From an optimization exercise on the open Yosys and OpenROAD flow, aimed at small area, a short achievable clock period and few clock cycles; shortcuts taken in it are not production practice.
At most, simulation tests tie the RTL to the original design; equivalence was not proved.
Function not checked in runs 2 to 4: the RTL went through the layout flow alone.
Power and IR drop assume default switching activity.

==> flow/design.v <==
module ea_add(base, imm5, ea);
  input  [8:0] base;
  input  [4:0] imm5;
  output [8:0] ea;
  wire [4:0] g = base[4:0] & imm5;
  wire [4:0] p = base[4:0] ^ imm5;
  wire c1 = g[0];
  wire c2 = g[1] | (p[1] & g[0]);
  wire g32 = g[3] | (p[3] & g[2]);
  wire p32 = p[3] & p[2];
  wire c3 = g[2] | (p[2] & c2);
  wire c4 = g32 | (p32 & c2);
  wire c5 = g[4] | (p[4] & g32) | (p[4] & p32 & c2);
  wire [4:0] lo = p ^ {c4, c3, c2, c1, 1'b0};
  wire [3:0] hi = base[8:5];
  wire s = imm5[4];
  wire [3:0] hi_c1 = s ? hi : hi + 4'd1;        
  wire [3:0] hi_c0 = s ? hi - 4'd1 : hi;        
  assign ea = {c5 ? hi_c1 : hi_c0, lo};
endmodule
module rsm_cpu(clk, reset, mem_rdata, mem_cmd, mem_addr, mem_wdata, halted);
  input clk, reset;
  input [15:0] mem_rdata;
  output [1:0] mem_cmd;
  output [8:0] mem_addr;
  output [15:0] mem_wdata;
  output halted;
  reg [15:0] R [0:7];       
  reg [8:0]  fpc;           
  reg        fv;            
  reg [8:0]  link;          
  reg        fN, fV, fZ;    
  reg        halt_q;
  reg        w_ld;          
  reg [2:0]  ld_rd;
  reg [15:0] A_q;           
  reg [15:0] B_q;           
  reg [2:0]  e_wd;          
  reg [1:0]  e_sh;
  reg [7:0]  e_imm8;
  reg        e_we;          
  reg        e_ldr, e_str, e_cmp;
  reg        s_imm, s_mov, s_add, s_and, s_mvn, s_link;   
  reg        wA, wB;        
  wire        e_go = !w_ld;                
  reg  [15:0] B;                           
  always @(*)
    case (e_sh)
      2'b00: B = B_q;
      2'b01: B = {B_q[14:0], 1'b0};
      2'b10: B = {1'b0, B_q[15:1]};
      default: B = {B_q[0], B_q[15:1]};
    endcase
  wire [15:0] sum = A_q + B;
  wire [15:0] dlo = {1'b0, A_q[14:0]} + {1'b0, ~B[14:0]} + 16'd1;
  wire ca15 = sum[15] ^ A_q[15] ^ B[15];
  wire cs15 = dlo[15];
  wire [15:0] res  = ({16{s_imm}}  & {{8{e_imm8[7]}}, e_imm8}) |
                     ({16{s_mov}}  & B) |
                     ({16{s_add}}  & sum) |
                     ({16{s_and}}  & (A_q & B)) |
                     ({16{s_mvn}}  & ~B) |
                     ({16{s_link}} & {7'b0, link});
  wire nN = A_q[15] ^ ~B[15] ^ cs15;
  wire nZ = (A_q == B);
  wire nV = (A_q[15] == B[15]) ? (ca15 != A_q[15]) : (cs15 != A_q[15]);
  wire [8:0] ea;
  ea_add u_ea(A_q[8:0], e_imm8[4:0], ea);
  wire e_mem = e_go & (e_ldr | e_str);
  assign mem_cmd   = halt_q ? 2'b00 : (e_go & e_str) ? 2'b01 : 2'b10;
  assign mem_addr  = e_mem ? ea : fpc;
  assign mem_wdata = B_q;
  assign halted    = halt_q;
  wire fetch = !halt_q & !e_mem;
  wire e_wr  = e_go & e_we;                
  wire [15:0] I = mem_rdata;
  wire [2:0]  opc = I[15:13];
  wire d_b    = (opc == 3'b001);
  wire d_bl   = (opc == 3'b010) &  I[12];    
  wire d_bx   = (opc == 3'b010) & ~I[12];
  wire d_halt = (opc == 3'b111);
  wire d_str  = (opc == 3'b100);
  wire d_ldr  = (opc == 3'b011);
  wire d_movi = (opc == 3'b110) &  I[12];
  wire d_movr = (opc == 3'b110) & ~I[12];
  wire d_alu  = (opc == 3'b101);            
  wire [2:0] rn = I[10:8];
  wire [2:0] rb = d_str ? I[7:5] : I[2:0];
  wire fA = e_wr & (e_wd == rn);
  wire fB = e_wr & (d_str ? (e_wd == I[7:5]) : (e_wd == I[2:0]));
  function [15:0] rd8(input [2:0] n, input [127:0] r);
    integer k;
    begin
      rd8 = 16'd0;
      for (k = 0; k < 8; k = k + 1)
        rd8 = rd8 | (r[16*k +: 16] & {16{n == k}});
    end
  endfunction
  wire [127:0] Rall = {R[7], R[6], R[5], R[4], R[3], R[2], R[1], R[0]};
  wire [15:0] Ain = ({16{w_ld}} & mem_rdata) | ({16{~w_ld & fA}} & res) |
                    ({16{~w_ld & ~fA}} & rd8(rn, Rall));
  wire [15:0] Bin = ({16{w_ld}} & mem_rdata) | ({16{~w_ld & fB}} & res) |
                    ({16{~w_ld & ~fB}} & rd8(rb, Rall));
  wire cmp_now = e_go & e_cmp;
  function cnd(input [2:0] c, input n, input v, input z);
    case (c)
      3'b000: cnd = 1'b1;
      3'b001: cnd = z;
      3'b010: cnd = ~z;
      3'b011: cnd = n ^ v;
      3'b100: cnd = (n ^ v) | z;
      default: cnd = 1'b0;
    endcase
  endfunction
  wire cond_old = cnd(I[10:8], fN, fV, fZ);
  wire cond_new = cnd(I[10:8], nN, nV, nZ);
  wire taken = (fv & (d_bl | d_bx)) |
               (fv & d_b & (cmp_now ? cond_new : cond_old));
  wire [8:0] boff = fpc + {I[7], I[7:0]};
  wire [8:0] target = d_bx ? link : boff;
  always @(posedge clk) begin
    if (reset) begin
      fpc <= 9'd0;
      fv <= 1'b0;
      halt_q <= 1'b0;
      w_ld <= 1'b0;
      e_we <= 1'b0; e_ldr <= 1'b0; e_str <= 1'b0; e_cmp <= 1'b0;
    end else begin
      if (taken) fpc <= target;
      else if (fetch) fpc <= fpc + 9'd1;
      fv <= fetch & ~taken;
      if (fv & d_bl) link <= fpc;
      if (fv & d_halt) halt_q <= 1'b1;
      w_ld <= e_go & e_ldr;
      if (e_go & e_ldr) ld_rd <= e_wd;
      if (fv) begin
        e_wd   <= (d_movi | d_bl) ? I[10:8] : I[7:5];
        e_sh   <= I[4:3];
        e_imm8 <= I[7:0];
        e_we   <= d_movi | d_movr | (d_alu & (I[12:11] != 2'b01)) | d_bl;
        e_ldr  <= d_ldr;
        e_str  <= d_str;
        e_cmp  <= d_alu & (I[12:11] == 2'b01);
        s_imm  <= d_movi;
        s_mov  <= d_movr;
        s_add  <= d_alu & (I[12:11] == 2'b00);
        s_and  <= d_alu & (I[12:11] == 2'b10);
        s_mvn  <= d_alu & (I[12:11] == 2'b11);
        s_link <= d_bl;
      end else if (e_go) begin
        e_we <= 1'b0; e_ldr <= 1'b0; e_str <= 1'b0; e_cmp <= 1'b0;
      end
      if (cmp_now) begin fN <= nN; fV <= nV; fZ <= nZ; end
    end
  end
  always @(posedge clk) begin
    if (fv | (w_ld & wA)) A_q <= Ain;
    if (fv | (w_ld & wB)) B_q <= Bin;
    if (fv) begin
      wA  <= e_go & e_ldr & (e_wd == rn);
      wB  <= e_go & e_ldr & (e_wd == rb);
    end
  end
  always @(posedge clk) begin
    if (w_ld) R[ld_rd] <= mem_rdata;
    else if (e_wr) R[e_wd] <= res;
  end
endmodule
==> flow/flow/run.sh <==
#!/bin/bash
# The standard layout, with the input and output port buffers made from
# plain buffers (sky130_fd_sc_hd__buf_1) instead of the delay cells
# buffer_ports picks by default. Every port is still buffered.
set -euo pipefail
cd "$(dirname "$0")/.."
export BUFFER_PORTS_ARGS="-buffer_cell sky130_fd_sc_hd__buf_1"
bash standard.sh > standard_flow.log 2>&1
==> flow/standard.sh <==
#!/bin/bash
# synth_recipe.tcl (not shown) runs the flow's synth.tcl, then flattens the netlist and writes it again
# the make line also repeats each setting of config.mk as NAME=value (left out here)
make -C /OpenROAD-flow-scripts/flow DESIGN_CONFIG=/design/flow/config.mk WORK_HOME=/design/flow/orfs CLKGATE_MAP_FILE= SYNTH_SCRIPT=/design/flow/synth_recipe.tcl "${@:-finish}"
==> flow/config.mk <==
export PLATFORM = sky130hd
export DESIGN_NAME = rsm_cpu
export DESIGN_NICKNAME = rsm_cpu
export VERILOG_FILES = /design/flow/design.v
export SDC_FILE = /design/flow/constraint.sdc
export NUM_CORES = 4
export LEC_CHECK = 0
export CAP_MARGIN = 20
export CORE_MARGIN = 2
export CORE_UTILIZATION = 40
export CTS_CLUSTER_DIAMETER = 100
export CTS_CLUSTER_SIZE = 30
export SETUP_SLACK_MARGIN = 4
export SLEW_MARGIN = 20
export SYNTH_HIERARCHICAL = 0
export TNS_END_PERCENT = 1
==> flow/constraint.sdc <==
create_clock -name core_clock -period 8.0 [get_ports {clk}]
set_input_delay 1.6000 -clock core_clock [delete_from_list [all_inputs] [get_ports {clk}]]
set_output_delay 1.6000 -clock core_clock [all_outputs]
set_load 0.01 [all_outputs]
==> results of run 1 <==
-- registers in the layout (all words and copies together) (netlist names), 3 cells and up --
signal and count:
e_imm8 7, fpc 9, R 128, e_wd 3, link 9, A_q 16
B_q 16, ld_rd 3
-- logic make-up after synthesis --
group | count (synthesis) | share of synthesized area [%]
compound gates | 306 | 17.4
flops | 210 | 49.6
simple gates | 292 | 11.5
buf+inv | 101 | 3.44
mux | 97 | 9.65
fa+ha+maj | 51 | 5.39
xor+xnor | 42 | 3.03
-- synthesized netlist by cell type, drive strengths merged (4+ instances only) --
master	n	area, um2
edfxtp	194	5830
nor2	96	363
nand2	82	308
a21oi	75	375
mux2i	50	521
ha	47	588
a22oi	45	338
o21ai	44	220
inv	37	139
mux2	37	450
clkbuf	34	128
buf	29	156
a221oi	27	236
xnor2	23	209
o221ai	21	184
nand3	20	100
a22o	19	166
xor2	19	166
and3	16	100
dfxtp	16	320
nor3	16	116
a31oi	12	75.1
nor2b	12	75.1
nand2b	11	68.8
mux4	10	225
a211oi	8	65.1
a222oi	7	70.1
o211ai	7	67.6
nor3b	6	56.3
or2	6	37.5
or3	6	37.5
a21o	5	37.5
o2111ai	5	43.8
a221o	4	40.0
fa	4	80.1
nand4	4	25.0
o21bai	4	30.0
-- layer usage --
metal  vias up  wire length, um  GRT usage, %  part of all wire, %
li1       4298                -             -                    -
met1      4707            15900          31.4                   42
met4         0              796          5.59                  2.1
met3        50             2910          2.76                  7.8
met5         -                0             0                    0
met2       416            17800          37.2                   48
-- power breakdown --
part	switching (mW)	internal (mW)
logic	0.325	0.213
registers	0.0516	1.25
clock network	0.364	0.264
total	0.741	1.72
-- tightest hold or removal path, cell delays in order, from the launching register on --
cell and delay, ns:
dfxtp_1 0.35, nand3_1 0.07, a21oi_1 0.06
-- timing repair --
| item | CTS | global route |
|---|---|---|
| gates resized for setup | 19 | 8 |
| setup buffers | 6 | 2 |
| pin swaps | 7 | 5 |
| setup endpoints to repair | 98 | 129 |
-- layout make-up --
| cell class | instances | area share, % |
|---|---|---|
| flip-flops and latches | 210 | 45.7 |
| multi-input cells | 788 | 43.6 |
| well taps | 396 | 3.69 |
| repair buffers | 84 | 3.51 |
| clock buffers | 12 | 2.08 |
| inverters | 38 | 1.06 |
| clock inverters | 3 | 0.270 |
-- per-stage QoR --
| step | std cells | power [mW] | hold slack (ns) | cell area, um2 |
|---|---|---|---|---|
| 2_1_floorplan | 1099 | 1.68 | 0.461 | 12400 |
| 3_3_place_gp | 1507 | 1.84 | 0.473 | 13000 |
| 3_5_place_dp | 1508 | 1.84 | 0.479 | 13000 |
| 4_1_cts | 1529 | 2.47 | 0.506 | 13400 |
| 5_1_grt | 1531 | 2.57 | 0.554 | 13400 |
| 6_report | 1531 | 2.46 | 0.509 | 13400 |
-- worst min-delay path by stage --
stage               endpoint  slack, ns  cells after the start
floorplan              e_cmp       0.46                      2
global placement       e_ldr       0.47                      2
detailed placement     e_ldr       0.48                      2
CTS                    e_ldr       0.51                      2
global route           e_cmp       0.55                      2
finish                 e_ldr       0.51                      2
==> summary.txt, run 1 <==
Detailed routing
  • Drc violations: 0
  • First DRT Iteration DRCs: about 1200
  • DR WL/cell: 24.4 um
  • Vias per cell: 6.19
  • Via Count: ~9500
  • DRT Pass-1 Iters: 6
  • Final ANT Viol Nets: 0
  • Drt total wl: 37.4 mm

STA
  • Setup-failing EPs final: 0
  • Worst Max-Slew Pin Slew: 0.946 ns
  • Min cycle time layout: 4.23 ns
  • Clock skew: ~0.018 ns
  • Maximum clock rate: 236 MHz
  • Final Cycle Share: 52.9%
  • Worst setup margin: 3.77 ns
  • RSZ-0062 raised after global routing: true
  • Final Slew Violations: 0
  • Setup TNS Final: 0 ns
  • Hold Fails Final Rpt: 0
  • Max-slew headroom at the worst pin: 36.7%

Yosys
  • Syn nets: around 1200
  • Post-synth EDFFs: 194
  • Ys flop type: edfxtp_1
  • Register bit count reported by yosys: 210
  • Seq/Total Area, Yosys: 49.6%
  • Async set-reset flop share out of synthesis: 0%
  • Syn Inst Count: 1099
  • Synth unique cells: 80
  • Yosys warns: 1
  • Post-Syn Area: 12400 um2
  • Syn_area_per_cell: 11.3 um2

CTS
  • Worst-path clk slew: 0.12 ns
  • CTS Hold Bufs: 0
  • Clock sink total: 210
  • Clock buffer depth: 3
  • CTS tree: done
  • H-tree depth: 1
  • Root Driver: clkbuf_16
  • Later-pin clock latency in the skew report: around 0.49 ns
  • CTS Buf Count: 11

Worst setup path
  • Setup crit end: mem_addr[8]
  • CP max-delay cell: edfxtp_1
  • Critical path depth: 12
  • Worst Path Required: between 6 and 7 ns
  • Crit-path max FO: 5
  • Kind of critical path: flop to primary output
  • Reg2Reg Setup Slack: 3.91 ns
  • Crit path cell chain: ha_2 -> inv_2 -> fa_2 -> inv_2 -> a21o_1 -> a21o_1 -> a21oi_4 -> nor2_1 -> a21oi_1 -> xor2_1 -> o21ai_1 -> buf_2
  • Critical path origin: A_q[0]
  • Crit-path leading delay family: compound AO/OA/AOI/OAI gates
  • CP max stage delay: 0.43 ns
  • CP arrival: between 2 and 3 ns
  • Setup crit end kind: primary output
  • RR Startpoint: e_imm8[4]
  • Buf+Inv Stages, Crit Path: 3
  • R2R cell count: 13
  • Startpoint Class: flop
  • Reg-to-reg endpoint: fpc[8]

Finish
  • Area of the multi-input gates: 5860 um2
  • Most frequent cells in the layout: edfxtp_1, nor2_1, nand2_1
  • Register area: 6150 um2
  • Post-layout util: 44.0%
  • Layout cells sized above 1: 12.5%
  • Antenna Diode Count: 0
  • Nets: 1202
  • Layout fillers: roughly 2800
  • Most common cell after layout, fill and taps aside: edfxtp_1
  • Layout area overhead: 8.43%

Placed design
  • Post-DP HPWL: around 26 mm
  • PortBufs: 45
  • Pre-CTS WS: 2.93 ns
  • GPL Wtd Cong: 0.887

Floorplan
  • FP Rows: 64
  • Core area: 30500 um2
  • Chip Width: between 150 and 200 um
  • Starting Density: 40.6%
  • DIE AREA: 32400 um2
  • Chip Height: around 180 um
  • I/O pins: 46

Status
  • Status: finished clean

GRT
  • First-pass GRT wire length: between 50 and 60 mm
  • Largest net degree at the start of global routing: 51
  • Vias in the first global route: roughly 9000
  • Gr usage total: around 22%
  • Initial antenna violation count: 1
  • Grt ovf: 0

Worst hold path
  • Hold/Removal Path Class: flop to flop
  • Hold Crit Start: e_ldr

Pwr
  • P_leak: ~4.8 nW
  • Power per cell area: ~180 nW/um2
  • Max rail drop VDD: 0.000106 V

Flow run
  • MaxCap Viol Count: 0
Testbench counts, summed over its fixed seeds: cycles 76,740.
==> run 2: changes to the inputs <==
--- a/flow/design.v
+++ b/flow/design.v
@@ -31,3 +31,3 @@
   reg [8:0]  link;          
-  reg        fN, fV, fZ;    
+  reg        fZ, fL;        
   reg        halt_q;
@@ -66,2 +66,3 @@
   wire nV = (A_q[15] == B[15]) ? (ca15 != A_q[15]) : (cs15 != A_q[15]);
+  wire nL = nN ^ nV;
   wire [8:0] ea;
@@ -104,3 +105,3 @@
   wire cmp_now = e_go & e_cmp;
-  function cnd(input [2:0] c, input n, input v, input z);
+  function cnd(input [2:0] c, input l, input z);
     case (c)
@@ -109,4 +110,4 @@
       3'b010: cnd = ~z;
-      3'b011: cnd = n ^ v;
-      3'b100: cnd = (n ^ v) | z;
+      3'b011: cnd = l;
+      3'b100: cnd = l | z;
       default: cnd = 1'b0;
@@ -114,4 +115,4 @@
   endfunction
-  wire cond_old = cnd(I[10:8], fN, fV, fZ);
-  wire cond_new = cnd(I[10:8], nN, nV, nZ);
+  wire cond_old = cnd(I[10:8], fL, fZ);
+  wire cond_new = cnd(I[10:8], nL, nZ);
   wire taken = (fv & (d_bl | d_bx)) |
@@ -152,3 +153,3 @@
       end
-      if (cmp_now) begin fN <= nN; fV <= nV; fZ <= nZ; end
+      if (cmp_now) begin fL <= nL; fZ <= nZ; end
     end
--- a/flow/config.mk
+++ b/flow/config.mk
@@ -14,3 +14,2 @@
 export SLEW_MARGIN = 20
-export SYNTH_HIERARCHICAL = 0
 export TNS_END_PERCENT = 1
==> summary.txt, run 2 <==
STA
  • Hold Fails Final Rpt: 0 (unchanged)
  • Final Cycle Share: 53.3% (+0.41 points)
  • Worst Max-Slew Pin Slew: 1.10 ns (+0.149 ns)
  • Max-slew headroom at the worst pin: 26.2% (-10 points)
  • Maximum clock rate: 234 MHz (-0.76%)
  • Setup-failing EPs final: 0 (unchanged)
  • Setup TNS Final: 0 ns (unchanged)
  • RSZ-0062 raised after global routing: true
  • Clock skew: 0.0142 ns (-0.00344 ns)
  • Min cycle time layout: 4.27 ns (+0.0326 ns)
  • Final Slew Violations: 0 (unchanged)

Finish
  • Number of flip-flops in the largest register: 128 (unchanged)
  • Most frequent cells in the layout: edfxtp_1, nand2_1, a21oi_1
  • Register area: 6120 um2 (-0.49%)
  • Layout area overhead: 8.71%
  • Layout cells sized above 1: 10.8% (-1.7 points)
  • Antenna Diode Count: 0 (unchanged)
  • Area of the multi-input gates: 5950 um2 (+1.5%)
  • Most common cell after layout, fill and taps aside: edfxtp_1
  • Reg with most FFs: R
  • Largest regs: R (128), A_q (16), B_q (16)
  • Layout fillers: 2877 (+3.0%)
  • Nets: 1266 (+5.3%)

Yosys
  • Count leader, synth: edfxtp_1
  • Syn nets: 1240 (+6.2%)
  • Top cell type by total area after synthesis: edfxtp_1
  • Register bit count reported by yosys: 209 (-0.48%)
  • Top cells by count, synth: edfxtp_1, nand2_1, a21oi_1
  • Syn_area_per_cell: 10.6 um2 (-6.1%)
  • Post-synth top area share: 46.7% (-0.29 points)
  • Seq/Total Area, Yosys: 49.3% (-0.29 points)
  • Synth unique cells: 75 (-6.3%)
  • Async set-reset flop share out of synthesis: 0% (unchanged)
  • Post-synth EDFFs: 193 (-0.52%)
  • Largest cells by area after synthesis: edfxtp_1, nand2_1, ha_1, a21oi_1, mux2i_1
  • Post-Syn Area: 12400 um2 (+0.10%)
  • Yosys warns: 1 (unchanged)
  • Syn Inst Count: 1171 (+6.6%)
  • Ys flop type: edfxtp_1

CTS
  • Worst-path clk slew: 0.11 ns (about the same)
  • H-tree depth: 1 (unchanged)
  • CTS Buf Count: 11 (unchanged)
  • Clock sink total: 209 (-0.48%)
  • CTS tree: done
  • Clock buffer depth: 3 (unchanged)
  • Later-pin clock latency in the skew report: 0.48 ns (about the same)
  • Root Driver: clkbuf_16

Detailed routing
  • Final ANT Viol Nets: 0 (unchanged)
  • WL met1: 15.8 mm (-0.38%)
  • DR WL met2: 18.5 mm (+4.0%)
  • Drt total wl: 38.3 mm (+2.5%)
  • First DRT Iteration DRCs: 1196 (+2.7%)
  • Vias per cell: 6.19 (+0.12%)
  • DR WL/cell: 24.0 um (-1.7%)
  • DRT Pass-1 Iters: 7 (+1)
  • Via Count: 9879 (+4.3%)
  • WL met3: 3.09 mm (+6.4%)
  • Highest routed layer: met4
  • Drc violations: 0 (unchanged)

Floorplan
  • I/O pins: 46 (unchanged)
  • Core area: 30600 um2 (+0.26%)
  • Chip Width: 180 um (about the same)
  • Starting Density: 40.5% (-0.065 points)
  • Chip Height: 180 um (about the same)
  • DIE AREA: 32400 um2 (+0.10%)
  • FP Rows: 64 (unchanged)

Pwr
  • P_leak: 4.87 nW (+2.3%)
  • Power per cell area: 187 nW/um2 (+1.9%)
  • Overall Power: 2.52 mW (+2.3%)
  • Max rail drop VDD: 0.000129 V (+22%)

Worst setup path
  • Critical path origin: e_imm8[0]
  • Kind of critical path: flop to primary output
  • Startpoint Class: flop
  • Reg2Reg Setup Slack: 3.84 ns (-0.07 ns)
  • CP arrival: 2.67 ns (+0.04 ns)
  • Reg-to-reg endpoint: fpc[5]
  • Worst Path Required: 6.40 ns (about the same)
  • RR Startpoint: e_sh[0]
  • Crit-path max FO: 4 (-1)
  • R2R cell count: 15 (+2)
  • Setup crit end: mem_addr[6]
  • Setup crit end kind: primary output

GRT
  • Largest net degree at the start of global routing: 49 (-3.9%)
  • Grt ovf: 0 (unchanged)
  • Gr usage total: 23.0% (+0.52 points)
  • Vias in the first global route: 9618 (+7.2%)
  • First-pass GRT wire length: 58.1 mm (+3.5%)
  • Initial antenna violation count: 0 (-1)

Placed design
  • PortBufs: 45 (unchanged)
  • GPL Wtd Cong: 0.911 (+2.6%)
  • Post-DP HPWL: 26.8 mm (+4.9%)

Flow run
  • MaxCap Viol Count: 0 (unchanged)

Worst hold path
  • Hold/Removal Path Class: flop to flop

Status
  • Status: finished clean
[run 2: kinds of logic (layout without fill, tap and decap cells)]
family	Yosys count	in the layout	share of synthesized area [%]
muxes	81	81	8.25
AOI/OAI and AO/OA	337	337	18.6
DFF	209	209	49.3
adders and majority gates	51	51	5.39
and+or+nand+nor	348	348	12.4
buffers and inverters	110	138	3.56
xor gates and xnor gates	35	35	2.47
[run 2: worst min-delay path by stage]
stage | start | to | slack, ns | cells past startpoint
floorplan | e_cmp | e_cmp | 0.45 | 2
global placement | e_cmp | e_cmp | 0.46 | 2
detailed placement | e_cmp | e_cmp | 0.47 | 2
CTS | e_cmp | e_cmp | 0.48 | 2
global route | e_cmp | e_cmp | 0.52 | 2
finish | e_cmp | e_cmp | 0.48 | 2
[run 2: area by class of cell]
cell class / instances / share of cell area (%)
flip-flops and latches: 209 / 45.4
multi-input cells: 852 / 44.1
well taps: 396 / 3.68
repair buffers: 80 / 3.29
clock buffers: 12 / 2.07
inverters: 43 / 1.20
clock inverters: 3 / 0.269
[run 2: critical path: stages, from the launching register on]
cell,delay (ns)
edfxtp_1,0.43
ha_2,0.21
inv_2,0.06
fa_2,0.19
inv_2,0.04
a21o_1,0.15
a21o_1,0.19
a21oi_4,0.21
buf_4,0.14
buf_4,0.11
nor2_1,0.04
a21oi_1,0.14
o21ai_0,0.09
clkbuf_2,0.16
[run 2: layer usage]
metal / global-route usage, % / vias up
li1: - / 4502
met1: 30.7 / 4842
met2: 39.4 / 478
met3: 3.31 / 57
met4: 5.84 / 0
met5: 0 / -
[run 2: through the flow]
stage	utilization [%]	hold slack, ns	setup slack (ns)	cells	area (um2)
final	44.1	0.482	3.73	1595	13500
after global routing	44.1	0.516	3.62	1595	13500
after CTS	43.9	0.485	3.74	1594	13400
after detailed placement	42.4	0.469	2.87	1568	13000
after global placement	42.4	0.458	3.03	1568	13000
after floorplan	-	0.448	4.05	1171	12400
[run 2: timing repair]
action / in CTS / in global routing
setup buffers: 11 / 1
pin swaps: 8 / 2
hold buffers: 0 / 0
endpoints found under the setup margin: 126 / 127
gates resized for setup: 25 / 10
[run 2: report_power, final]
| group | internal, mW | switching (mW) | leakage [nW] |
|---|---|---|---|
| Combinational | 0.231 | 0.367 | 2.82 |
| Sequential | 1.24 | 0.0583 | 1.90 |
| Clock | 0.262 | 0.356 | 0.154 |
==> run 3: changes to the inputs <==
--- a/flow/design.v
+++ b/flow/design.v
@@ -31,3 +31,3 @@
   reg [8:0]  link;          
-  reg        fZ, fL;        
+  reg        fN, fV, fZ;    
   reg        halt_q;
@@ -45,10 +45,11 @@
   wire        e_go = !w_ld;                
-  reg  [15:0] B;                           
-  always @(*)
-    case (e_sh)
-      2'b00: B = B_q;
-      2'b01: B = {B_q[14:0], 1'b0};
-      2'b10: B = {1'b0, B_q[15:1]};
-      default: B = {B_q[0], B_q[15:1]};
+  wire [15:0] B = B_q;
+  function [15:0] shf(input [15:0] x, input [1:0] sh);
+    case (sh)
+      2'b00: shf = x;
+      2'b01: shf = {x[14:0], 1'b0};
+      2'b10: shf = {1'b0, x[15:1]};
+      default: shf = {x[0], x[15:1]};
     endcase
+  endfunction
   wire [15:0] sum = A_q + B;
@@ -66,3 +67,2 @@
   wire nV = (A_q[15] == B[15]) ? (ca15 != A_q[15]) : (cs15 != A_q[15]);
-  wire nL = nN ^ nV;
   wire [8:0] ea;
@@ -102,6 +102,8 @@
                     ({16{~w_ld & ~fA}} & rd8(rn, Rall));
-  wire [15:0] Bin = ({16{w_ld}} & mem_rdata) | ({16{~w_ld & fB}} & res) |
-                    ({16{~w_ld & ~fB}} & rd8(rb, Rall));
+  wire [1:0] sh = (d_str | d_ldr) ? 2'b00 : I[4:3];
+  wire [15:0] Bsrc = ({16{w_ld}} & mem_rdata) | ({16{~w_ld & fB}} & res) |
+                     ({16{~w_ld & ~fB}} & rd8(rb, Rall));
+  wire [15:0] Bin = shf(Bsrc, w_ld ? e_sh : sh);
   wire cmp_now = e_go & e_cmp;
-  function cnd(input [2:0] c, input l, input z);
+  function cnd(input [2:0] c, input n, input v, input z);
     case (c)
@@ -110,4 +112,4 @@
       3'b010: cnd = ~z;
-      3'b011: cnd = l;
-      3'b100: cnd = l | z;
+      3'b011: cnd = n ^ v;
+      3'b100: cnd = (n ^ v) | z;
       default: cnd = 1'b0;
@@ -115,4 +117,4 @@
   endfunction
-  wire cond_old = cnd(I[10:8], fL, fZ);
-  wire cond_new = cnd(I[10:8], nL, nZ);
+  wire cond_old = cnd(I[10:8], fN, fV, fZ);
+  wire cond_new = cnd(I[10:8], nN, nV, nZ);
   wire taken = (fv & (d_bl | d_bx)) |
@@ -138,3 +140,3 @@
         e_wd   <= (d_movi | d_bl) ? I[10:8] : I[7:5];
-        e_sh   <= I[4:3];
+        e_sh   <= sh;
         e_imm8 <= I[7:0];
@@ -153,3 +155,3 @@
       end
-      if (cmp_now) begin fL <= nL; fZ <= nZ; end
+      if (cmp_now) begin fN <= nN; fV <= nV; fZ <= nZ; end
     end
==> summary.txt, run 3 <==
Flow run
  • MaxCap Viol Count: 0 (unchanged)

STA
  • WHS: 0.551 ns (+0.0687 ns)
  • Setup TNS Final: 0 ns (unchanged)
  • Maximum clock rate: 234 MHz (about the same)
  • Hold Fails Final Rpt: 0 (unchanged)
  • Worst Max-Slew Pin Slew: 1.05 ns (-0.0436 ns)
  • Final Cycle Share: 53.4% (about the same)
  • RSZ-0062 raised after global routing: true
  • Min cycle time layout: 4.27 ns (+0.00113 ns)
  • Setup-failing EPs final: 0 (unchanged)
  • Max-slew headroom at the worst pin: 27.9% (+1.7 points)
  • Final Slew Violations: 0 (unchanged)
  • Clock skew: 0.0182 ns (+0.00398 ns)

Finish
  • Area of the multi-input gates: 6270 um2 (+5.3%)
  • Final Non-Filler Cells: 1663 (+4.3%)
  • Layout area overhead: 8.13%
  • Layout fillers: 3000 (+4.3%)
  • Post-layout util: 44.0% (-0.067 points)
  • Layout cells sized above 1: 8.88% (-2.0 points)
  • Number of flip-flops in the largest register: 128 (unchanged)
  • Nets: 1326 (+4.7%)
  • Reg with most FFs: R
  • Most frequent cells in the layout: edfxtp_1, nand2_1, nor2_1
  • Register area: 6210 um2 (+1.5%)
  • Antenna Diode Count: 0 (unchanged)
  • Largest regs: R (128), A_q (16), B_q (16)
  • Most common cell after layout, fill and taps aside: edfxtp_1

Detailed routing
  • Drt total wl: 40.7 mm (+6.4%)
  • DRT Pass-1 Iters: 7 (unchanged)
  • Vias per cell: 6.23 (+0.66%)
  • Via Count: 10400 (+4.9%)
  • DR WL/cell: 24.5 um (+2.0%)
  • First DRT Iteration DRCs: 1312 (+9.7%)
  • Drc violations: 0 (unchanged)
  • Final ANT Viol Nets: 0 (unchanged)

Yosys
  • Synth unique cells: 82 (+9.3%)
  • Top cells by count, synth: edfxtp_1, nand2_1, nor2_1
  • Seq/Total Area, Yosys: 48.2% (-1.1 points)
  • Count leader, synth: edfxtp_1
  • Ys flop type: edfxtp_1
  • Post-synth EDFFs: 196 (+1.6%)
  • Register bit count reported by yosys: 212 (+1.4%)
  • Syn nets: 1309 (+5.6%)
  • Yosys warns: 1 (unchanged)
  • Largest cells by area after synthesis: edfxtp_1, nand2_1, ha_1, mux2i_1, nor2_1
  • Top cell type by total area after synthesis: edfxtp_1
  • Syn Inst Count: 1241 (+6.0%)
  • Syn_area_per_cell: 10.4 um2 (-2.0%)
  • Async set-reset flop share out of synthesis: 0% (unchanged)
  • Post-Syn Area: 12900 um2 (+3.8%)
  • Post-synth top area share: 45.7% (-1.0 points)

Worst setup path
  • Buf+Inv Stages, Crit Path: 3 (-2)
  • Setup crit end kind: primary output
  • Crit path cell chain: ha_2 -> inv_2 -> fa_2 -> inv_2 -> a21o_1 -> a21o_1 -> a21oi_4 -> nor4_2 -> a41o_1 -> xnor2_1 -> o21ai_1 -> buf_2
  • Kind of critical path: flop to primary output
  • Worst Path Required: 6.40 ns (about the same)
  • CP max-delay cell: edfxtp_1
  • CP arrival: 2.67 ns (about the same)
  • CP max stage delay: 0.43 ns (about the same)
  • Startpoint Class: flop
  • Crit-path leading delay family: compound AO/OA/AOI/OAI gates
  • Crit-path max FO: 4 (unchanged)

Pwr
  • Clk network pwr share: 24.7% (about the same)
  • Overall Power: 2.61 mW (+3.7%)
  • Switching share of power: 31.2% (+0.21 points)
  • P_leak: 5.01 nW (+2.7%)
  • Max rail drop VDD: 0.000115 V (-11%)
  • Power per cell area: 188 nW/um2 (+0.45%)
  • Internal power: 1.80 mW (+3.4%)
  • Switch Pwr: 0.816 mW (+4.4%)
  • Gate power share: 24.5% (+0.7 points)
  • Sequential share of power: 50.8% (-0.9 points)

CTS
  • Root Driver: clkbuf_16
  • CTS Hold Bufs: 0 (unchanged)
  • CTS tree: done
  • H-tree depth: 1 (unchanged)
  • Clock buffer depth: 3 (unchanged)
  • Later-pin clock latency in the skew report: 0.49 ns (about the same)
  • Clock sink total: 212 (+1.4%)
  • Worst-path clk slew: 0.12 ns (about the same)
  • CTS Buf Count: 11 (unchanged)

Worst hold path
  • Hold/Removal Path Class: flop to flop

GRT
  • First-pass GRT wire length: 61.2 mm (+5.3%)
  • Vias in the first global route: 9850 (+2.4%)
  • Grt ovf: 0 (unchanged)
  • Largest net degree at the start of global routing: 50 (+2.0%)
  • Initial antenna violation count: 1 (+1)
  • Gr usage total: 23.9% (+0.88 points)

Floorplan
  • Core area: 31600 um2 (+3.4%)
  • DIE AREA: 33600 um2 (+3.7%)
  • I/O pins: 46 (unchanged)
  • FP Rows: 65 (+1.6%)
  • Starting Density: 40.7% (+0.15 points)
  • Chip Width: 183 um (+1.8%)
  • Chip Height: 183 um (+1.8%)

Status
  • Status: finished clean

Placed design
  • Post-DP HPWL: 28.8 mm (+7.5%)
  • GPL Wtd Cong: 0.943 (+3.6%)
  • PortBufs: 45 (unchanged)
  • Dpl cells: 1641 (+4.7%)
run 3: what timing repair did:
action,in CTS,in global routing
pin swaps,8,2
resized for setup,20,1
endpoints found under the setup margin,32,38
gates cloned,0,1
hold endpoints to repair,0,0
buffers inserted,4,1
run 3: path summary, 6_finish.rpt:
| path | startpoint | endpoint | slack (ns) | cells after the start |
|---|---|---|---|---|
| max | A_q[0] | mem_addr[8] | 3.73 | 12 |
| min | e_we | e_we | 0.55 | 2 |
| max reg2reg | A_q[0] | R[0][14] | 3.99 | 11 |
| min reg2reg | e_we | e_we | 0.55 | 2 |
run 3: layer usage:
metal | global-route usage [%] | wire (um) | vias to the layer above
met4 | 6.37 | 909 | 2
met5 | 0 | 13 | -
met1 | 32.9 | 17300 | 5097
met3 | 2.98 | 3170 | 56
li1 | - | - | 4723
met2 | 39.8 | 19400 | 490
run 3: metrics by stage:
stage / setup WS, ns / cell area [um2]
2_1_floorplan: 4.00 / 12900
3_3_place_gp: 2.95 / 13500
3_5_place_dp: 2.85 / 13500
4_1_cts: 3.73 / 13900
5_1_grt: 3.62 / 13900
6_report: 3.73 / 13900
run 3: cell families after synthesis:
family                     after synthesis  synth area share (%)
and+or+nand+nor                        394                  13.9
AOI/OAI and AO/OA                      349                  19.1
DFF                                    212                  48.2
buffers and inverters                  121                  3.71
muxes                                   75                  7.17
adders and majority gates               50                  5.09
xor gates and xnor gates                40                  2.78
run 3: worst reg2reg max path, delay by kind of cell (launching register included):
family | cells | cell delay, ns
AOI/OAI and AO/OA | 5 | 1.57
xor gates and xnor gates | 1 | 0.43
adders and majority gates | 2 | 0.63
buffers and inverters | 1 | 0.16
DFF | 1 | 0.43
and+or+nand+nor | 2 | 0.46
run 3: power by group through the flow:
stage / Combinational [mW] / Sequential (mW) / Clock, mW
final: 0.640 / 1.33 / 0.647
after global routing: 0.697 / 1.33 / 0.694
after CTS: 0.629 / 1.33 / 0.660
after detailed placement: 0.616 / 1.35 / 0
after global placement: 0.611 / 1.35 / 0
after floorplan: 0.440 / 1.33 / 0
run 3: cell type report:
cell class                      instances  area share (%)
Clock buffer                           11            1.98
Clock inverter                          5           0.440
Inverter                               46            1.24
Multi-Input combinational cell        908            45.0
Sequential cell                       212            44.6
Tap cell                              402            3.61
Timing Repair Buffer                   79            3.14
==> run 4: changes to the inputs <==
--- a/flow/design.v
+++ b/flow/design.v
@@ -4,17 +4,9 @@
   output [8:0] ea;
-  wire [4:0] g = base[4:0] & imm5;
-  wire [4:0] p = base[4:0] ^ imm5;
-  wire c1 = g[0];
-  wire c2 = g[1] | (p[1] & g[0]);
-  wire g32 = g[3] | (p[3] & g[2]);
-  wire p32 = p[3] & p[2];
-  wire c3 = g[2] | (p[2] & c2);
-  wire c4 = g32 | (p32 & c2);
-  wire c5 = g[4] | (p[4] & g32) | (p[4] & p32 & c2);
-  wire [4:0] lo = p ^ {c4, c3, c2, c1, 1'b0};
+  wire [5:0] lo = {1'b0, base[4:0]} + {1'b0, imm5};
   wire [3:0] hi = base[8:5];
-  wire s = imm5[4];
-  wire [3:0] hi_c1 = s ? hi : hi + 4'd1;        
-  wire [3:0] hi_c0 = s ? hi - 4'd1 : hi;        
-  assign ea = {c5 ? hi_c1 : hi_c0, lo};
+  wire [3:0] hi_inc = hi + 4'd1;
+  wire [3:0] hi_dec = hi - 4'd1;
+  wire up = lo[5] & ~imm5[4];
+  wire dn = ~lo[5] & imm5[4];
+  assign ea = {up ? hi_inc : dn ? hi_dec : hi, lo[4:0]};
 endmodule
@@ -91,16 +83,7 @@
   wire fB = e_wr & (d_str ? (e_wd == I[7:5]) : (e_wd == I[2:0]));
-  function [15:0] rd8(input [2:0] n, input [127:0] r);
-    integer k;
-    begin
-      rd8 = 16'd0;
-      for (k = 0; k < 8; k = k + 1)
-        rd8 = rd8 | (r[16*k +: 16] & {16{n == k}});
-    end
-  endfunction
-  wire [127:0] Rall = {R[7], R[6], R[5], R[4], R[3], R[2], R[1], R[0]};
   wire [15:0] Ain = ({16{w_ld}} & mem_rdata) | ({16{~w_ld & fA}} & res) |
-                    ({16{~w_ld & ~fA}} & rd8(rn, Rall));
+                    ({16{~w_ld & ~fA}} & R[rn]);
   wire [1:0] sh = (d_str | d_ldr) ? 2'b00 : I[4:3];
   wire [15:0] Bsrc = ({16{w_ld}} & mem_rdata) | ({16{~w_ld & fB}} & res) |
-                     ({16{~w_ld & ~fB}} & rd8(rb, Rall));
+                     ({16{~w_ld & ~fB}} & R[rb]);
   wire [15:0] Bin = shf(Bsrc, w_ld ? e_sh : sh);
==> summary.txt, run 4 <==
Yosys
  • Top cell type by total area after synthesis: edfxtp_1
  • Count leader, synth: edfxtp_1
  • Post-synth EDFFs: 196 (unchanged)
  • Post-synth top area share: 47.4% (+1.6 points)
  • Syn nets: 1163 (-11%)
  • Ys flop type: edfxtp_1
  • Largest cells by area after synthesis: edfxtp_1, mux4_2, nand2_1, ha_1, mux2i_1
  • Syn_area_per_cell: 11.3 um2 (+9.4%)
  • Register bit count reported by yosys: 212 (unchanged)
  • Yosys warns: 1 (unchanged)
  • Synth unique cells: 75 (-8.5%)
  • Async set-reset flop share out of synthesis: 0% (unchanged)
  • Post-Syn Area: 12400 um2 (-3.5%)
  • Syn Inst Count: 1095 (-12%)
  • Seq/Total Area, Yosys: 49.9% (+1.7 points)
  • Top cells by count, synth: edfxtp_1, nand2_1, nor2_1

STA
  • Clock skew: 0.0231 ns (+0.00492 ns)
  • Min cycle time layout: 4.21 ns (-0.0555 ns)
  • Worst Max-Slew Pin Slew: 1.06 ns (+0.0105 ns)
  • Max-slew headroom at the worst pin: 28.4% (+0.56 points)
  • Setup-failing EPs final: 0 (unchanged)
  • RSZ-0062 raised after global routing: true
  • Hold Fails Final Rpt: 0 (unchanged)
  • Final Slew Violations: 0 (unchanged)
  • Setup TNS Final: 0 ns (unchanged)
  • Maximum clock rate: 237 MHz (+1.3%)
  • Final Cycle Share: 52.7% (-0.69 points)

Placed design
  • Dpl cells: 1497 (-8.8%)
  • PortBufs: 45 (unchanged)
  • GPL Wtd Cong: 0.904 (-4.2%)
  • Post-DP HPWL: 25.4 mm (-12%)
  • Placed inst area: 13100 um2 (-3.0%)

CTS
  • Worst-path clk slew: 0.12 ns (about the same)
  • CTS tree: done
  • CTS Buf Count: 11 (unchanged)
  • CTS Hold Bufs: 0 (unchanged)
  • Clock sink total: 212 (unchanged)
  • H-tree depth: 1 (unchanged)
  • Later-pin clock latency in the skew report: 0.48 ns (about the same)
  • Clock buffer depth: 3 (unchanged)
  • Root Driver: clkbuf_16

Worst setup path
  • Worst Path Required: 8.22 ns (+1.82 ns)
  • CP max stage delay: 0.72 ns (+0.29 ns)
  • Startpoint Class: input port
  • Crit path cell chain: buf_2 -> or3b_4 -> mux2i_4 -> buf_4 -> nor2_1 -> nand3_1 -> nand4_1 -> o221ai_2 -> mux2_4 -> nor2_1 -> a21oi_1
  • Crit-path max FO: 11 (+7)
  • Most used cell, CP: nor2_1
  • CP arrival: 4.44 ns (+1.77 ns)
  • Kind of critical path: input port to flop
  • Setup crit end kind: flop
  • CP max-delay cell: nor2_1

Worst hold path
  • Hold/Removal Path Class: flop to flop

Pwr
  • Max rail drop VDD: 0.000110 V (-4.4%)
  • P_leak: 4.85 nW (-3.1%)
  • Power per cell area: 187 nW/um2 (-0.56%)

Status
  • Status: finished clean

Finish
  • Reg with most FFs: R
  • Layout area overhead: 8.74%
  • Final Non-Filler Cells: 1523 (-8.4%)
  • Cell area after layout: 13500 um2 (-2.9%)
  • Largest regs: R (128), A_q (16), B_q (16)
  • Layout fillers: 2884 (-3.9%)
  • Number of flip-flops in the largest register: 128 (unchanged)
  • Post-layout util: 44.2% (+0.17 points)
  • Nets: 1193 (-10%)
  • Antenna Diode Count: 0 (unchanged)
  • Layout cells sized above 1: 11.3% (+2.4 points)
  • Most frequent cells in the layout: edfxtp_1, nand2_1, nor2_1
  • Most common cell after layout, fill and taps aside: edfxtp_1

Floorplan
  • Chip Height: 180 um (-1.7%)
  • Starting Density: 40.6% (-0.067 points)
  • I/O pins: 46 (unchanged)
  • Chip Width: 180 um (-1.7%)
  • Core area: 30600 um2 (-3.3%)
  • FP Rows: 64 (-1.5%)
  • DIE AREA: 32500 um2 (-3.4%)

Detailed routing
  • DRT Pass-1 Iters: 5 (-2)
  • Drc violations: 0 (unchanged)
  • First DRT Iteration DRCs: 858 (-35%)
  • DR WL/cell: 23.4 um (-4.4%)
  • Vias per cell: 6.00 (-3.7%)
  • Via Count: 9142 (-12%)
  • Final ANT Viol Nets: 0 (unchanged)
  • Drt total wl: 35.6 mm (-12%)

GRT
  • Initial antenna violation count: 0 (-1)
  • Vias in the first global route: 8857 (-10%)
  • Grt ovf: 0 (unchanged)
  • Largest net degree at the start of global routing: 47 (-6.0%)
  • Gr usage total: 21.8% (-2.1 points)
  • First-pass GRT wire length: 54.8 mm (-10%)

Flow run
  • MaxCap Viol Count: 0 (unchanged)
[run 4: timing repair]
action	in CTS	in global routing
resized for setup	9	2
pin swaps	7	0
hold endpoints to repair	0	0
setup endpoints to repair	32	51
setup buffers	11	0
[run 4: layer usage]
| metal | share of wire [%] | vias up | wire length (um) | global-route usage [%] |
|---|---|---|---|---|
| met4 | 2.0 | 0 | 701 | 4.29 |
| met2 | 49 | 327 | 17300 | 36.4 |
| li1 | - | 4221 | - | - |
| met3 | 5.4 | 36 | 1930 | 3.07 |
| met5 | 0 | - | 0 | 0 |
| met1 | 44 | 4558 | 15700 | 30.4 |
[run 4: final cells by class]
class / count / area (um2) / area share (%)
flip-flops and latches: 212 / 6210 / 45.9
multi-input cells: 779 / 5910 / 43.8
well taps: 396 / 495 / 3.67
clock buffers: 12 / 279 / 2.06
repair buffers: 78 / 423 / 3.13
inverters: 43 / 163 / 1.20
clock inverters: 3 / 33.8 / 0.250
[run 4: through the flow]
stage	worst slack, ns	hold slack (ns)	power (mW)
floorplan	3.91	0.490	1.73
global placement	2.56	0.534	1.90
detailed placement	2.49	0.539	1.91
CTS	3.78	0.555	2.53
global route	3.58	0.561	2.63
finish	3.79	0.550	2.52
[run 4: critical path: cells and delay by family]
kind / cells / cell delay [ns]
buffers and inverters: 2 / 0.40
AO/OA/AOI/OAI: 2 / 0.23
multiplexers: 2 / 0.50
AND/OR/NAND/NOR: 5 / 1.71
[run 4: cells by family after synthesis]
group           synth area share (%)
fa+ha+maj                       5.21
xor+xnor                        2.89
mux                             12.9
compound gates                  12.3
buf+inv                         3.36
simple gates                    13.4
flops                           49.9
[run 4: report_power, final]
group	total (mW)	switching, mW	internal, mW	leakage (nW)
logic	0.570	0.347	0.223	2.77
registers	1.33	0.0564	1.27	1.93
clock network	0.622	0.360	0.263	0.153
total	2.52	0.764	1.76	4.85
[run 4: final timing paths]
| path | startpoint | endpoint | slack, ns | depth (start not counted) |
|---|---|---|---|---|
| setup / recovery | mem_rdata[15] | B_q[4] | 3.79 | 11 |
| setup reg to reg | A_q[1] | fpc[2] | 3.91 | 12 |
| hold / removal | fpc[8] | link[8] | 0.55 | 0 |
| hold reg to reg | fpc[8] | link[8] | 0.55 | 0 |

[port drivers added, routing unchanged]
The results above use ideal ports. As a check the final layouts listed here were re-extracted and re-timed, cells and wires unchanged.
Step 1 assumes that a clkbuf_16 drives the clock port and a buf_2 every other input.
Step 2 adds t to the input delays and takes it off the output delays; t is the mean of the earliest and latest rising clock arrival at the registers after step 1. Input paths then give back, and output paths get back, about the clock's delay inside the block.
Slacks: ideal ports / drivers / drivers and shift; pairs: ideal ports / drivers.
| run | t, ns | setup WS [ns] | worst setup path at the end |
|---|---|---|---|
| run 1 | 0.531 | 3.765 / 3.713 / 3.325 | input to register |
| run 2 | 0.516 | 3.733 / 3.689 / 3.366 | input to register |
| run 3 | 0.528 | 3.731 / 3.681 / 3.302 | input to register |
| run 4 | 0.521 | 3.787 / 3.756 / 3.294 | input to register |
After both steps setup and hold are still met in every run listed. The setup slack of run 4, which loses most, moves by -0.031 ns with the drivers and by -0.493 ns with both steps.
